What follows belongs to an exercise in optimizing a design on an open flow for small area, a short achievable clock period and few clock cycles; a production flow would make more cautious choices.
Where RTL was checked, it was by simulation tests only, not by an equivalence proof against the original.
Power is estimated from default activity; no workload was simulated.

==> flow/design.v <==
`timescale 1ns/1ps
module ALU (
    input  [7:0] A,
    input  [7:0] Bx,
    input  [3:0] instruction,
    input        item,
    output [7:0] F
);
    wire [3:0] op = instruction;
    wire [2:0] k  = Bx[2:0];                    
    wire is_as  = item & ~op[3] & ~op[2] & ~op[1];            
    wire is_shf = item & ~op[3] & ~op[2] & op[1];             
    wire is_rot = item & ~op[3] & op[2] & ~op[1];             
    wire left   = op[0];
    wire is_and = item & ~op[3] & op[2] & op[1] & ~op[0];    
    wire is_or  = item & ~op[3] & op[2] & op[1] & op[0];     
    wire is_not = item & op[3] & ~op[2] & ~op[1] & ~op[0];   
    wire is_xor = item & op[3] & ~op[2] & ~op[1] & op[0];    
    wire [7:0] sum = A + Bx;
    wire [7:0] p   = A ^ Bx;
    wire [7:0] g   = A & Bx;
    wire a0 = k[0];
    wire a1 = k[1] ^ (left & k[0]);
    wire a2 = k[2] ^ (left & (k[1] | k[0]));
    wire [7:0] s1 = a0 ? {A[0],    A[7:1]}  : A;
    wire [7:0] s2 = a1 ? {s1[1:0], s1[7:2]} : s1;
    wire [7:0] s4 = a2 ? {s2[3:0], s2[7:4]} : s2;
    wire shf_ok = is_shf & ~|Bx[7:3];
    wire rot_ok = is_rot & ~|Bx[7:4] & ~(Bx[3] & |k);
    wire [7:0] keep;
    genvar i;
    generate for (i = 0; i < 8; i = i + 1) begin : kp
        assign keep[i] = rot_ok | (shf_ok & (left ? (k <= i) : (k <= 7 - i)));
    end endgenerate
    assign F = ({8{is_as}} & sum) | (keep & s4) |
               ({8{is_xor | is_or}} & p) | ({8{is_and | is_or}} & g) | ({8{is_not}} & ~A);
endmodule
`timescale 1ns/1ps
module top (
    input clk,
    input rst_n,
    input start,
    input valid,
    input [7:0] data_A,
    input [7:0] data_B,
    input [3:0] instruction,
    input [7:0] count,
    output reg [7:0] third_largest,
    output reg finish
);
    reg [7:0] a_q, b_q;
    reg [3:0] op_q;
    reg       item_q;      
    reg [7:0] r;           
    reg [7:0] remaining;   
    reg [7:0] largest, second_largest;
    reg       last1, last2;
    wire [7:0] alu_result;
    ALU alu_inst (
        .A(a_q),
        .Bx(b_q),
        .instruction(op_q),
        .item(item_q),
        .F(alu_result)
    );
    wire [7:0] b_neg = {|data_B[6:0], |data_B[5:0], |data_B[4:0], |data_B[3:0],
                        |data_B[2:0], |data_B[1:0], data_B[0], 1'b0};
    wire [7:0] low_zero = {~|remaining[6:0], ~|remaining[5:0], ~|remaining[4:0],
                           ~|remaining[3:0], ~|remaining[2:0], ~|remaining[1:0],
                           ~remaining[0], 1'b1};
    always @(posedge clk) begin
        a_q     <= data_A;
        b_q     <= data_B ^ ({8{instruction == 4'b0001}} & b_neg);    
        op_q    <= instruction;
        r       <= alu_result;
        if (start)
            remaining <= count;
        else if (valid)
            remaining <= remaining ^ low_zero;
    end
    always @(posedge clk or negedge rst_n) begin
        if (!rst_n)
            item_q <= 1'b0;
        else
            item_q <= valid;
    end
    always @(posedge clk or negedge rst_n) begin
        if (!rst_n) begin
            last1  <= 1'b0;
            last2  <= 1'b0;
            finish <= 1'b0;
        end else begin
            last1  <= (valid && remaining == 8'd1) || (start && count == 8'd0);
            last2  <= last1;
            finish <= last2;
        end
    end
    function [1:0] cmp8;
        input [7:0] a, b;
        reg [7:0] g, l;
        reg [3:0] g1, l1;
        reg [1:0] g2, l2;
        integer i;
        begin
            g = a & ~b;
            l = ~a & b;
            for (i = 0; i < 4; i = i + 1) begin
                g1[i] = g[2*i+1] | (~l[2*i+1] & g[2*i]);
                l1[i] = l[2*i+1] | (~g[2*i+1] & l[2*i]);
            end
            for (i = 0; i < 2; i = i + 1) begin
                g2[i] = g1[2*i+1] | (~l1[2*i+1] & g1[2*i]);
                l2[i] = l1[2*i+1] | (~g1[2*i+1] & l1[2*i]);
            end
            cmp8 = {g2[1] | (~l2[1] & g2[0]), l2[1] | (~g2[1] & l2[0])};
        end
    endfunction
    wire gt1, lt1, gt2, lt2, gt3, lt3;
    assign {gt1, lt1} = cmp8(r, largest);
    assign {gt2, lt2} = cmp8(r, second_largest);
    assign {gt3, lt3} = cmp8(r, third_largest);
    wire eq1 = ~gt1 & ~lt1;
    wire eq2 = ~gt2 & ~lt2;
    wire upd1 = gt1 | start;
    wire upd2 = (gt2 & ~eq1) | start;
    wire upd3 = (gt3 & ~eq2 & ~eq1) | start;
    wire [7:0] new2 = gt1 ? largest : r;
    wire [7:0] new3 = gt2 ? second_largest : r;
    always @(posedge clk) begin
        if (upd1) largest        <= r;
        if (upd2) second_largest <= new2;
        if (upd3) third_largest  <= new3;
    end
endmodule
export LEC_CHECK = 0
export CAP_MARGIN = 20
export CORE_MARGIN = 2
export CORE_UTILIZATION = 40
export SETUP_SLACK_MARGIN = 3.8
export SLEW_MARGIN = 20
create_clock -name core_clock -period 6.0 [get_ports {clk}]
standard.sh (not shown) runs the stock make flow with config.mk's settings and CLKGATE_MAP_FILE= SYNTH_SCRIPT=/design/flow/synth_recipe.tcl, a recipe that flattens the netlist after the stock synthesis.
==> flow/flow/run.sh <==
#!/bin/bash
# Standard layout, except:
#  - plain buffers (buf_1) on the ports instead of the delay buffers
#    buffer_ports picks by default;
#  - synthesis maps the logic with a delay-driven ABC script
#    (flow/abc_delay.script) instead of ORFS's abc_speed script. Everything
#    else in synthesis is the standard flow's own (flow/synth.tcl is synth_recipe.tcl with
#    an abc wrapper that swaps in the script), so the registers are the same.
set -o pipefail
FLOW_DIR=$(cd "$(dirname "$0")" && pwd)
export BUFFER_PORTS_ARGS="-buffer_cell sky130_fd_sc_hd__buf_1"
export MY_ABC_SCRIPT=$FLOW_DIR/abc_delay.script
bash standard.sh SYNTH_SCRIPT=$FLOW_DIR/synth.tcl finish > standard.log 2>&1
==> flow/flow/abc_delay.script <==
strash
dch
map -D 1000
buffer -p
upsize -D 1000
dnsize -D 1000
stime -p
==> flow/flow/synth.tcl <==
proc synth {args} { yosys synth -nofsm -noshare {*}$args }

proc abc {args} {
  set i [lsearch -exact $args -script]
  if {$i >= 0 && [info exists ::env(MY_ABC_SCRIPT)]} { lset args [expr {$i + 1}] $::env(MY_ABC_SCRIPT) }
  yosys abc {*}$args
}
source $::env(SCRIPTS_DIR)/synth.tcl
# left out here: clear keep_hierarchy, flatten, clean up, hide names made inside functions, write 1_2_yosys.v
Testbench counts at the start, summed over its fixed seeds: cycles 3,621.
Change:
==> flow/design.v (replaced) <==
`timescale 1ns/1ps
module ALU (
    input  [7:0] A,
    input  [7:0] B,
    input  [3:0] instruction,
    input        item,
    output [7:0] F
);
    wire [3:0] op = instruction;
    wire [2:0] k  = B[2:0];
    wire sub    = ~op[3] & ~op[2] & ~op[1] & op[0];           
    wire is_as  = item & ~op[3] & ~op[2] & ~op[1];            
    wire is_shf = item & ~op[3] & ~op[2] & op[1];             
    wire is_rot = item & ~op[3] & op[2] & ~op[1];             
    wire left   = op[0];
    wire is_and = item & ~op[3] & op[2] & op[1] & ~op[0];    
    wire is_or  = item & ~op[3] & op[2] & op[1] & op[0];     
    wire is_not = item & op[3] & ~op[2] & ~op[1] & ~op[0];   
    wire is_xor = item & op[3] & ~op[2] & ~op[1] & op[0];    
    wire [8:0] sum9 = {A, 1'b1} + {B ^ {8{sub}}, sub};    
    wire [7:0] sum  = sum9[8:1];
    wire a0 = k[0];
    wire a1 = k[1] ^ (left & k[0]);
    wire a2 = k[2] ^ (left & (k[1] | k[0]));
    wire [7:0] s1 = a0 ? {A[0],    A[7:1]}  : A;
    wire [7:0] s2 = a1 ? {s1[1:0], s1[7:2]} : s1;
    wire [7:0] s4 = a2 ? {s2[3:0], s2[7:4]} : s2;
    wire shf_ok = is_shf & ~|B[7:3];
    wire rot_ok = is_rot & ~|B[7:4] & ~(B[3] & |k);
    wire [7:0] keep;
    genvar i;
    generate for (i = 0; i < 8; i = i + 1) begin : kp
        assign keep[i] = rot_ok | (shf_ok & (left ? (k <= i) : (k <= 7 - i)));
    end endgenerate
    assign F = ({8{is_as}} & sum) | (keep & s4) |
               ({8{is_and}} & (A & B)) | ({8{is_or}} & (A | B)) |
               ({8{is_not}} & ~A) | ({8{is_xor}} & (A ^ B));
endmodule
`timescale 1ns/1ps
module top (
    input clk,
    input rst_n,
    input start,
    input valid,
    input [7:0] data_A,
    input [7:0] data_B,
    input [3:0] instruction,
    input [7:0] count,
    output reg [7:0] third_largest,
    output reg finish
);
    reg [7:0] r;           
    reg [7:0] remaining;   
    reg [7:0] largest, second_largest;
    reg       start_q;     
    reg       last;        
    wire [7:0] alu_result;
    ALU alu_inst (
        .A(data_A),
        .B(data_B),
        .instruction(instruction),
        .item(valid),
        .F(alu_result)
    );
    wire [7:0] low_zero = {~|remaining[6:0], ~|remaining[5:0], ~|remaining[4:0],
                           ~|remaining[3:0], ~|remaining[2:0], ~|remaining[1:0],
                           ~remaining[0], 1'b1};
    always @(posedge clk) begin
        r       <= alu_result;
        start_q <= start;
        if (start)
            remaining <= count;
        else if (valid)
            remaining <= remaining ^ low_zero;
    end
    always @(posedge clk or negedge rst_n) begin
        if (!rst_n) begin
            last   <= 1'b0;
            finish <= 1'b0;
        end else begin
            last   <= (valid && remaining == 8'd1) || (start && count == 8'd0);
            finish <= last;
        end
    end
    function [1:0] cmp8;
        input [7:0] a, b;
        reg [7:0] g, l;
        reg [3:0] g1, l1;
        reg [1:0] g2, l2;
        integer i;
        begin
            g = a & ~b;
            l = ~a & b;
            for (i = 0; i < 4; i = i + 1) begin
                g1[i] = g[2*i+1] | (~l[2*i+1] & g[2*i]);
                l1[i] = l[2*i+1] | (~g[2*i+1] & l[2*i]);
            end
            for (i = 0; i < 2; i = i + 1) begin
                g2[i] = g1[2*i+1] | (~l1[2*i+1] & g1[2*i]);
                l2[i] = l1[2*i+1] | (~g1[2*i+1] & l1[2*i]);
            end
            cmp8 = {g2[1] | (~l2[1] & g2[0]), l2[1] | (~g2[1] & l2[0])};
        end
    endfunction
    wire gt1, lt1, gt2, lt2, gt3, lt3;
    assign {gt1, lt1} = cmp8(r, largest);
    assign {gt2, lt2} = cmp8(r, second_largest);
    assign {gt3, lt3} = cmp8(r, third_largest);
    wire eq1 = ~gt1 & ~lt1;
    wire eq2 = ~gt2 & ~lt2;
    wire upd1 = gt1 | start_q;
    wire upd2 = (gt2 & ~eq1) | start_q;
    wire upd3 = (gt3 & ~eq2 & ~eq1) | start_q;
    wire [7:0] new2 = gt1 ? largest : r;
    wire [7:0] new3 = gt2 ? second_largest : r;
    always @(posedge clk) begin
        if (upd1) largest        <= r;
        if (upd2) second_largest <= new2;
        if (upd3) third_largest  <= new3;
    end
endmodule
Result: Power shrinks by about 20%. Clock power is lower by 38%. Design area came out higher by about 7%. Final cell count rises by 4.7%. Synthesized area drops by about 2.2%. Global-route usage rises by 0.77 points. Worst setup slack loses 0.67 ns. Routed wire length rose by about 10%.
For the second run of this note, only the layout was checked, not whether the RTL still works.

[separate check: timing with driven ports]
How much do the figures lean on ideal ports? The routed layouts below were timed once more, with nothing changed but the port constraints.
Step 1, drivers: a clkbuf_16 drives clk and a buf_2 each remaining input, both assumed.
Step 2, shift: input delay + t, output delay - t, t = (earliest + latest rising clock arrival at the registers) / 2. This alone moves slack from input paths to output paths.
Three values: no drivers, after step 1, after step 2; two values: the first two.
run	shift t [ns]	slack for setup (ns)	worst setup path after step 2
the first run	0.367	3.886 / 3.855 / 3.596	input to register
the second run	0.316	3.216 / 3.208 / 2.893	input to register
After both steps every run listed still meets setup and hold. For the second run, which loses most, drivers alone change the setup slack by -0.008 ns; drivers and shift together by -0.323 ns.
